From an optimization exercise on the open Yosys and OpenROAD flow, aimed at small area and a short achievable clock period; shortcuts taken in it are not production practice. At most, simulation tests tie the RTL to the original design; equivalence was not proved.

==> flow/design.v (excerpt) <==
module top_module(
    input [11:0] angleIn,
    input [11:0] setPoint,
    input [7:0] kp,
    input [7:0] ki,
    input [7:0] kd,
    input clk,
    input rst,
    output signed [8:0] dutyCycleOut
    );
    reg signed [12:0] e_r;       
    reg [12:0] pen_r;            
    reg [8:0] kpd_r;             
    reg [7:0] kd_r, ki_r;
    reg rst_r;                   
    reg [20:0] in_r;             
    reg [8:0] ylo_r;             
    reg inr_r;                   
    reg pos_r;                   
    wire signed [20:0] integ = ~in_r;
    wire w1;
    wire w2;
    wire w3;
    wire w4;
    wire w5;
    wire w6;
    wire w7;
    wire w8;
    wire w9;
    wire w10;
    wire w11;
    wire w12;
    wire w13;
    wire w14;
    wire w15;
    wire w16;
    wire w17;
    wire w18;
    wire w19;
    wire w20;
    wire w21;
    wire w22;
    wire w23;
    wire w24;
    wire w25;
    wire w26;
    wire w27;
    wire w28;
    wire w29;
    wire w30;
    wire w31;
    wire w32;
    wire w33;
    wire w34;
    wire w35;
    wire w36;
    wire w37;
    wire w38;
    wire w39;
    wire w40;
    wire w41;
    wire w42;
    wire w43;
    wire w44;
    wire w45;
    wire w46;
    wire w47;
    wire w48;
    wire w49;
    wire w50;
    wire w51;
    wire w52;
    wire w53;
    wire w54;
    wire w55;
    wire w56;
  ...
For scale: ~1200 cells after synthesis, about 84 flip-flops, roughly 59 I/O pins.
==> flow/config.mk <==
export PLATFORM = sky130hd
export DESIGN_NAME = top_module
export DESIGN_NICKNAME = top_module
export VERILOG_FILES = /design/flow/design.v
export SDC_FILE = /design/flow/constraint.sdc
export NUM_CORES = 4
export LEC_CHECK = 0
export CAP_MARGIN = 20
export CORE_MARGIN = 2
export CORE_UTILIZATION = 60
export CTS_BUF_LIST = sky130_fd_sc_hd__clkbuf_8
export SLEW_MARGIN = 20
export SYNTH_HIERARCHICAL = 1
==> flow/constraint.sdc <==
create_clock -name core_clock -period 16.0 [get_ports {clk}]
set_input_delay 3.2000 -clock core_clock [delete_from_list [all_inputs] [get_ports {clk}]]
set_output_delay 3.2000 -clock core_clock [all_outputs]
set_load 0.01 [all_outputs]
standard.sh (not shown) runs the stock make flow with config.mk's settings and CLKGATE_MAP_FILE= SYNTH_SCRIPT=/design/flow/synth_recipe.tcl, a recipe that flattens the netlist after the stock synthesis.
==> flow/flow/run.sh <==
#!/bin/bash
# The standard layout (standard.sh, unchanged synthesis), with:
#  - timing repair aimed past the clock period: SETUP_SLACK_MARGIN from
#    flow/margin.txt, repair limited to sizing moves (the SDC is unchanged);
#  - plain buffers (buf_1, resized as needed) on the ports instead of delay cells;
#  - sizing not restricted to the same cell footprint.
set -euo pipefail
MARGIN=$(cat flow/margin.txt)
bash standard.sh SETUP_SLACK_MARGIN=$MARGIN \
  BUFFER_PORTS_ARGS="-buffer_cell sky130_fd_sc_hd__buf_1" MATCH_CELL_FOOTPRINT=0 \
  SETUP_MOVE_SEQUENCE=unbuffer,sizeup,swap,clone finish > standard_make.log 2>&1
==> flow/flow/margin.txt <==
11.6
The starting point ran to the end with no violations.
Edit:
==> flow/flow/run.sh (replaced) <==
#!/bin/bash
# Standard layout, with timing repair aimed past the clock period (the SDC is
# unchanged) and ordinary buffers on the ports instead of delay cells.
set -euo pipefail
MARGIN=$(cat flow/margin.txt)
bash standard.sh SETUP_SLACK_MARGIN=$MARGIN \
  BUFFER_PORTS_ARGS="-buffer_cell sky130_fd_sc_hd__buf_1" MATCH_CELL_FOOTPRINT=0 SETUP_MOVE_SEQUENCE=unbuffer,sizeup,swap finish > standard_make.log 2>&1
==> flow/flow/margin.txt (replaced) <==
11.4
Result: Sequential share of layout area rose by 0.22 points. Maximum frequency rose by 0.63%. Global-route usage rose by 0.45 points. Die area is unchanged. Design area fell by 0.92%. Flip-flop and latch count stays the same. Worst hold slack degrades by 0.017 ns. Core utilization fell by 0.61 points. Clock-buffer cell count is unchanged. Cell count is unchanged.
Edit:
==> flow/flow/margin.txt (replaced) <==
11.3
=>
- The changed run finished with timing, DRC and antenna clean
- sequential cell count does not change
- hold slack improved by 0.021 ns
Edit:
==> flow/flow/run.sh (replaced) <==
#!/bin/bash
# The standard layout (standard.sh, unchanged synthesis), with:
#  - timing repair aimed past the clock period: SETUP_SLACK_MARGIN from
#    flow/margin.txt, repair limited to sizing moves (the SDC is unchanged);
#  - plain buffers (buf_1, resized as needed) on the ports instead of delay cells;
#  - sizing not restricted to the same cell footprint.
set -euo pipefail
MARGIN=$(cat flow/margin.txt)
bash standard.sh SETUP_SLACK_MARGIN=$MARGIN \
  BUFFER_PORTS_ARGS="-buffer_cell sky130_fd_sc_hd__buf_1" MATCH_CELL_FOOTPRINT=0 \
  SETUP_MOVE_SEQUENCE=unbuffer,sizeup,swap finish > standard_make.log 2>&1
==> flow/flow/margin.txt (replaced) <==
11.4
--- a/flow/config.mk
+++ b/flow/config.mk
@@ -10 +10 @@
-export CORE_UTILIZATION = 60
+export CORE_UTILIZATION = 65
Area after synthesis does not change.
Register-to-register slack improves by 0.11 ns.
Core utilization grows by 6.6 points.
Worst setup slack is better by 0.11 ns.
Clock skew decreases by 0.0037 ns.
Global-route usage rises by 2.1 points.
Edit:
--- a/flow/flow/run.sh
+++ b/flow/flow/run.sh
@@ -11 +11 @@
-  SETUP_MOVE_SEQUENCE=unbuffer,sizeup,swap finish > standard_make.log 2>&1
+  SETUP_MOVE_SEQUENCE=unbuffer,sizeup,swap,clone finish > standard_make.log 2>&1
--- a/flow/config.mk
+++ b/flow/config.mk
@@ -10 +10 @@
-export CORE_UTILIZATION = 65
+export CORE_UTILIZATION = 60
The new run completed without violations.
Clock skew stays flat.
Worst setup slack gets worse by 0.059 ns.
Clock-buffer cell count came out lower by 1.
First-iteration DRC count came out lower by 3.9%.
Sequential share of layout area barely changes.
Wire length came out higher by 4.3%.
Via count came out higher by 0.77%.
Design area came out lower by 0.52%.
Critical path depth came out lower by 10.
Die area came out higher by 8.1%.

top_module, a different RTL version from the one above (not shown whole).
For scale: roughly 1200 cells after synthesis, roughly 12000 um2 of cells after synthesis.
Settings: LEC_CHECK=0, CAP_MARGIN=20, CORE_MARGIN=2, CORE_UTILIZATION=60, SLEW_MARGIN=20, SYNTH_HIERARCHICAL=1; clock period 16.0 ns.
==> flow/flow/run.sh <==
#!/bin/bash
# Standard layout, with timing repair aimed past the clock period (the SDC is
# unchanged) and ordinary buffers on the ports instead of delay cells.
set -euo pipefail
MARGIN=$(cat flow/margin.txt)
bash standard.sh SETUP_SLACK_MARGIN=$MARGIN \
  BUFFER_PORTS_ARGS="-buffer_cell sky130_fd_sc_hd__buf_2" MATCH_CELL_FOOTPRINT=0 finish > standard_make.log 2>&1
==> flow/flow/margin.txt <==
11.5
The baseline produced a clean layout.
Edit:
==> flow/flow/run.sh (replaced) <==
#!/bin/bash
# Standard layout, with timing repair aimed past the clock period (the SDC is
# unchanged) and ordinary buffers on the ports instead of delay cells.
set -euo pipefail
MARGIN=$(cat flow/margin.txt)
bash standard.sh SETUP_SLACK_MARGIN=$MARGIN \
  BUFFER_PORTS_ARGS="-buffer_cell sky130_fd_sc_hd__buf_2" MATCH_CELL_FOOTPRINT=0 SETUP_MOVE_SEQUENCE=unbuffer,sizeup,swap finish > standard_make.log 2>&1
- CORE_UTILIZATION: 60 -> 75
Result: Global-route usage is higher by 6.6 points. Die area is lower by 19%. Worst setup slack is worse by 0.090 ns. Routed wire length is lower by 4.2%. Synthesized area is unchanged. Sequential share of layout area is higher by 0.47 points. Final area is lower by 3.8%.

Another version of the RTL of top_module (not shown whole).
For scale: ~1400 cells after synthesis, about 82 flip-flops, ~59 I/O pins.
Design top_module, start of the top module:
module top_module(
    input [11:0] angleIn,
    input [11:0] setPoint,
    input [7:0] kp,
    input [7:0] ki,
    input [7:0] kd,
    input clk,
    input rst,
    output signed [8:0] dutyCycleOut
    );
clock: 16.0 ns
lec_check: 0
cap_margin: 20
core_margin: 2
core_utilization: 40
slew_margin: 20
synth_hierarchical: 1
run.sh (not shown) runs the stock make flow with config.mk's settings and CLKGATE_MAP_FILE= SYNTH_SCRIPT=/design/flow/synth_recipe.tcl, a recipe that flattens the netlist after the stock synthesis.
Stock flow here: none of the scripts above is used.
The starting point produced a clean layout.
Edit:
==> flow/flow/run.sh (new file) <==
#!/bin/bash
# Standard layout, with timing repair aimed past the clock period (the SDC is
# unchanged) and ordinary buffers on the ports instead of delay cells.
set -euo pipefail
MARGIN=$(cat flow/margin.txt)
bash standard.sh SETUP_SLACK_MARGIN=$MARGIN \
  BUFFER_PORTS_ARGS="-buffer_cell sky130_fd_sc_hd__buf_2" finish > standard_make.log 2>&1
==> flow/flow/margin.txt (new file) <==
10
==> flow/standard.sh (new file) <==
#!/bin/bash
# synth_recipe.tcl (not shown) runs the flow's synth.tcl, then flattens the netlist and writes it again
# the make line also repeats each setting of config.mk as NAME=value (left out here)
make -C /OpenROAD-flow-scripts/flow DESIGN_CONFIG=/design/flow/config.mk WORK_HOME=/design/flow/orfs CLKGATE_MAP_FILE= SYNTH_SCRIPT=/design/flow/synth_recipe.tcl "${@:-finish}"
removed: flow/run.sh
What happened: Clock skew is about the same; routed wire length came out higher by 5.6%; worst hold slack degrades by 0.15 ns.
Function was not checked in any run of this note: the RTL went through the layout flow alone.

build 28:
RTL: one of the versions met above, not the one the previous note started from.
For scale: ~1200 cells after synthesis, roughly 84 flip-flops, about 59 I/O pins, roughly 0.012 mm² of cells after synthesis.
==> flow/design.v (excerpt) <==
module top_module(
    input [11:0] angleIn,
    input [11:0] setPoint,
    input [7:0] kp,
    input [7:0] ki,
    input [7:0] kd,
    input clk,
    input rst,
    output signed [8:0] dutyCycleOut
    );
clock: 16.0 ns
lec_check: 0
cap_margin: 20
core_margin: 2
core_utilization: 60
slew_margin: 20
synth_hierarchical: 1
standard.sh (not shown) runs the stock make flow with config.mk's settings and CLKGATE_MAP_FILE= SYNTH_SCRIPT=/design/flow/synth_recipe.tcl, a recipe that flattens the netlist after the stock synthesis.
==> flow/flow/run.sh <==
#!/bin/bash
# Standard layout, with timing repair aimed past the clock period (the SDC is
# unchanged) and ordinary buffers on the ports instead of delay cells.
set -euo pipefail
MARGIN=$(cat flow/margin.txt)
bash standard.sh SETUP_SLACK_MARGIN=$MARGIN \
  BUFFER_PORTS_ARGS="-buffer_cell sky130_fd_sc_hd__buf_2" MATCH_CELL_FOOTPRINT=0 finish > standard_make.log 2>&1
==> flow/flow/margin.txt <==
10.8
### build 28 -> build 93
diff --git a/flow/flow/run.sh b/flow/flow/run.sh
--- a/flow/flow/run.sh
+++ b/flow/flow/run.sh
@@ -7 +7 @@
-  BUFFER_PORTS_ARGS="-buffer_cell sky130_fd_sc_hd__buf_2" MATCH_CELL_FOOTPRINT=0 finish > standard_make.log 2>&1
+  BUFFER_PORTS_ARGS="-buffer_cell sky130_fd_sc_hd__buf_2" MATCH_CELL_FOOTPRINT=0 SETUP_MOVE_SEQUENCE=unbuffer,sizeup,swap finish > standard_make.log 2>&1
==> flow/flow/margin.txt <==
12
==> comparison <==
The cell type of the slowest stage on the worst timing path comes out sky130_fd_sc_hd__dfxtp_4 in one run and sky130_fd_sc_hd__dfxtp_2 in the other, namely in build 93 and build 28 respectively. From build 93 to build 28, non-clock buffer count in the final layout did not move at all. Note that the design area recorded for build 28 amounts to 0.947 times the value seen in build 93.
### build 93 -> build 95
diff --git a/flow/flow/run.sh b/flow/flow/run.sh
--- a/flow/flow/run.sh
+++ b/flow/flow/run.sh
@@ -7 +7 @@
-  BUFFER_PORTS_ARGS="-buffer_cell sky130_fd_sc_hd__buf_2" MATCH_CELL_FOOTPRINT=0 SETUP_MOVE_SEQUENCE=unbuffer,sizeup,swap finish > standard_make.log 2>&1
+  BUFFER_PORTS_ARGS="-buffer_cell sky130_fd_sc_hd__buf_2" MATCH_CELL_FOOTPRINT=0 finish > standard_make.log 2>&1
==> flow/flow/margin.txt <==
12.5
[summary]
Diff build 95 and build 93: starting DRC count in detailed routing higher in build 95. Changes observed in build 95 relative to build 93: total met2 wirelength after detailed routing moved up, wire length after detailed routing went up, transition time at the pin with the least slew margin rose by 0.40 ns. From build 93 to build 95 the numbers moved as follows: post-CTS setup buffer count went up by 82, number of buffers and inverters on the critical path rose by 3, global-route wire length before repair higher. Build 95: number of global-route vias before repair 293 above build 93.
[inputs] build 72 vs build 95
Settings: setting CTS_BUF_LIST to sky130_fd_sc_hd__clkbuf_8 for the first time.
diff --git a/flow/flow/run.sh b/flow/flow/run.sh
--- a/flow/flow/run.sh
+++ b/flow/flow/run.sh
@@ -7 +7 @@
-  BUFFER_PORTS_ARGS="-buffer_cell sky130_fd_sc_hd__buf_2" MATCH_CELL_FOOTPRINT=0 finish > standard_make.log 2>&1
+  BUFFER_PORTS_ARGS="-buffer_cell sky130_fd_sc_hd__buf_1" MATCH_CELL_FOOTPRINT=0 SETUP_MOVE_SEQUENCE=unbuffer,sizeup,swap finish > standard_make.log 2>&1
==> flow/flow/margin.txt <==
11.5
[summary]
Summary: routed wire length, build 72 better than build 95. Measured against each other, build 72 and build 95 differ in area overhead of the layout relative to synthesis, the higher figure coming from build 95. Diff build 72..build 95 | highest attainable clock frequency | negligible. Build 72 vs. build 95: cell count fell by 92. Going from build 95 to build 72, worst hold-check slack climbed 0.039 ns; core utilization dropped 7.6 points; final worst slack barely changed.

top_module again, from the RTL that the note above started with.
Settings: LEC_CHECK=0, CAP_MARGIN=20, CORE_MARGIN=2, CORE_UTILIZATION=60, CTS_BUF_LIST=sky130_fd_sc_hd__clkbuf_8, SLEW_MARGIN=20, SYNTH_HIERARCHICAL=1; clock period 16.0 ns.
==> flow/flow/run.sh <==
#!/bin/bash
# Standard layout, with timing repair aimed past the clock period (the SDC is
# unchanged) and ordinary buffers on the ports instead of delay cells.
set -euo pipefail
MARGIN=$(cat flow/margin.txt)
bash standard.sh SETUP_SLACK_MARGIN=$MARGIN \
  BUFFER_PORTS_ARGS="-buffer_cell sky130_fd_sc_hd__buf_1" MATCH_CELL_FOOTPRINT=0 SETUP_MOVE_SEQUENCE=unbuffer,sizeup,swap finish > standard_make.log 2>&1
==> flow/flow/margin.txt <==
11.7
Edit:
--- a/flow/flow/run.sh
+++ b/flow/flow/run.sh
@@ -7 +7 @@
-  BUFFER_PORTS_ARGS="-buffer_cell sky130_fd_sc_hd__buf_1" MATCH_CELL_FOOTPRINT=0 SETUP_MOVE_SEQUENCE=unbuffer,sizeup,swap finish > standard_make.log 2>&1
+  BUFFER_PORTS_ARGS="-buffer_cell sky130_fd_sc_hd__buf_2" MATCH_CELL_FOOTPRINT=0 finish > standard_make.log 2>&1
==> flow/flow/margin.txt (replaced) <==
11
Settings changed: CTS_BUF_LIST sky130_fd_sc_hd__clkbuf_8 to unset.
Core utilization shrinks by 2.2 points.
First-iteration DRC count goes up by roughly a tenth.
Setup slack gets worse by 120 ps.
Edit:
==> flow/flow/margin.txt (replaced) <==
10.9
Result: Synthesized cell count stays the same; first-iteration DRC count fell by 9.9%; cell area is about the same; die area is unchanged; worst setup slack degrades by 82 ps; global-route usage hardly moves; final cell count does not change.
Edit:
==> flow/flow/margin.txt (replaced) <==
10.5
What happened: The new run went through all stages and came out clean. Count of clock-buffer cells in the layout does not change. Via count hardly moves. Hold slack improves by 64 ps. Die area does not change. Sequential share of layout area fell by 0.30 points. Non-clock buffer count is unchanged.

ember:
Starting RTL as in the previous note.
// top_module
module top_module(
    input [11:0] angleIn,
    input [11:0] setPoint,
    input [7:0] kp,
    input [7:0] ki,
    input [7:0] kd,
    input clk,
    input rst,
    output signed [8:0] dutyCycleOut
    );
clock: 16.0 ns
lec_check: 0
cap_margin: 20
core_margin: 2
core_utilization: 60
slew_margin: 20
synth_hierarchical: 1
==> flow/flow/run.sh <==
#!/bin/bash
# Standard layout, with timing repair aimed past the clock period (the SDC is
# unchanged) and ordinary buffers on the ports instead of delay cells.
set -euo pipefail
MARGIN=$(cat flow/margin.txt)
bash standard.sh SETUP_SLACK_MARGIN=$MARGIN \
  BUFFER_PORTS_ARGS="-buffer_cell sky130_fd_sc_hd__buf_2" MATCH_CELL_FOOTPRINT=0 finish > standard_make.log 2>&1
==> flow/flow/margin.txt <==
10
## Diff of input files: quartz against ember
==> flow/flow/margin.txt <==
11.35
==> comparison <==
- For largest buffer count on any clock path, ember and quartz come out practically identical.
- quartz: largest fanout on the critical path 10 below ember
- Looking at met1 usage across ember and quartz, the one that comes out higher is quartz.
- Compared ember against quartz; worst setup skew after layout within noise.
- Side by side, number of global-route vias before repair turned out higher in quartz than in ember.
- quartz vs. ember: sequential cell area rose by 8.8%; met2 demand-to-capacity share in global routing rose by 0.84 points.
- Diff ember and quartz: first-iteration DRC count higher in ember
Relative to quartz, the following input files were edited for raven:
==> flow/flow/margin.txt <==
11.2
## What came out
Between quartz and raven, setup slack is higher for quartz, raven comes in under that.
Relative to quartz, the met1 wire length of raven is lower by about 0.5%.
raven completed every stage of the flow, and the final layout passed the timing, design-rule and antenna checks.
raven: first-pass GRT wire length is 2.4% lower than what quartz reported.
Utilization in raven vs quartz: down 1.2 points
quartz has higher total number of cells along the worst setup path than raven.
Re worst slack at placement: quartz and raven aren't equal, and the lower value belongs to quartz.
For willow, these inputs were changed with respect to raven:
--- a/flow/flow/run.sh
+++ b/flow/flow/run.sh
@@ -6,2 +6,2 @@
 bash standard.sh SETUP_SLACK_MARGIN=$MARGIN \
-  BUFFER_PORTS_ARGS="-buffer_cell sky130_fd_sc_hd__buf_2" MATCH_CELL_FOOTPRINT=0 finish > standard_make.log 2>&1
+  BUFFER_PORTS_ARGS="-buffer_cell sky130_fd_sc_hd__buf_2" MATCH_CELL_FOOTPRINT=0 SETUP_MOVE_SEQUENCE=unbuffer,sizeup,swap finish > standard_make.log 2>&1
==> flow/flow/margin.txt <==
11.5
### Flow results
- Compared to raven, willow has cell area 1.8% lower.
- Summary: with raven as the reference, count of filler cells inserted in the layout in willow moved up slightly.
- Summary of willow over raven: multi-input gate count did not really move; number of buffers other than clock buffers in the final layout fell about 50%.
- willow against raven: total wirelength of the detailed-routed design went down by about 2.2%; ratio of cells with drive above 1 in the final layout shrank by 0.45 points.

re-timing with driven ports:
Ports are ideal in the flow. The routed layouts listed here were re-timed in OpenROAD. Step 1 assumes that a clkbuf_16 drives the clock port and a buf_2 every other input. Step 2 also shifts input and output timing later by t, the mid clock arrival at the registers, as if the neighbouring blocks saw the same clock. a / b / c = ideal / step 1 / step 2; a / b = the first two.
run | t, ns | setup WS [ns] | worst register clock-pin slew, ns | pins driven straight from the clock port
the first run of note 1 | 0.427 | 11.291 / 11.291 / 11.057 | 0.10 / 0.10 | 1
the second run of note 1 | 0.429 | 11.321 / 11.275 / 11.032 | 0.11 / 0.11 | 1
the third run of note 1 | 0.429 | 11.275 / 11.275 / 10.997 | 0.11 / 0.11 | 1
the fourth run of note 1 | 0.434 | 11.380 / 11.380 / 11.007 | 0.10 / 0.10 | 1
the fifth run of note 1 | 0.429 | 11.321 / 11.275 / 11.032 | 0.11 / 0.11 | 1
the first run of note 2 | 0.405 | 11.348 / 11.348 / 11.013 | 0.07 / 0.07 | 1
the second run of note 2 | 0.391 | 11.258 / 11.258 / 10.949 | 0.06 / 0.06 | 1
the first run of note 3 | 0.410 | 8.673 / 8.673 / 8.673 | 0.08 / 0.08 | 1
the second run of note 3 | 0.414 | 9.589 / 9.589 / 9.589 | 0.08 / 0.08 | 1
build 28 | 0.400 | 11.006 / 11.006 / 10.643 | 0.08 / 0.08 | 1
build 93 | 0.398 | 11.355 / 11.355 / 10.988 | 0.07 / 0.07 | 1
build 95 | 0.402 | 11.317 / 11.317 / 10.925 | 0.08 / 0.08 | 1
build 72 | 0.423 | 11.319 / 11.319 / 11.020 | 0.10 / 0.10 | 1
the first run of note 5 | 0.421 | 11.302 / 11.302 / 11.022 | 0.09 / 0.09 | 1
the second run of note 5 | 0.401 | 11.180 / 11.180 / 10.834 | 0.08 / 0.08 | 1
the third run of note 5 | 0.401 | 11.099 / 11.099 / 10.755 | 0.08 / 0.08 | 1
the fourth run of note 5 | 0.401 | 10.738 / 10.738 / 10.637 | 0.08 / 0.08 | 1
ember | 0.400 | 10.641 / 10.641 / 10.638 | 0.08 / 0.08 | 1
quartz | 0.399 | 11.323 / 11.323 / 10.959 | 0.07 / 0.07 | 1
raven | 0.401 | 11.267 / 11.267 / 10.957 | 0.08 / 0.08 | 1
willow | 0.403 | 11.332 / 11.332 / 10.975 | 0.07 / 0.07 | 1
After both steps every run listed still meets setup and hold. The setup slack of build 95, which loses most, moves by 0.000 ns with the drivers and by -0.392 ns with both steps.
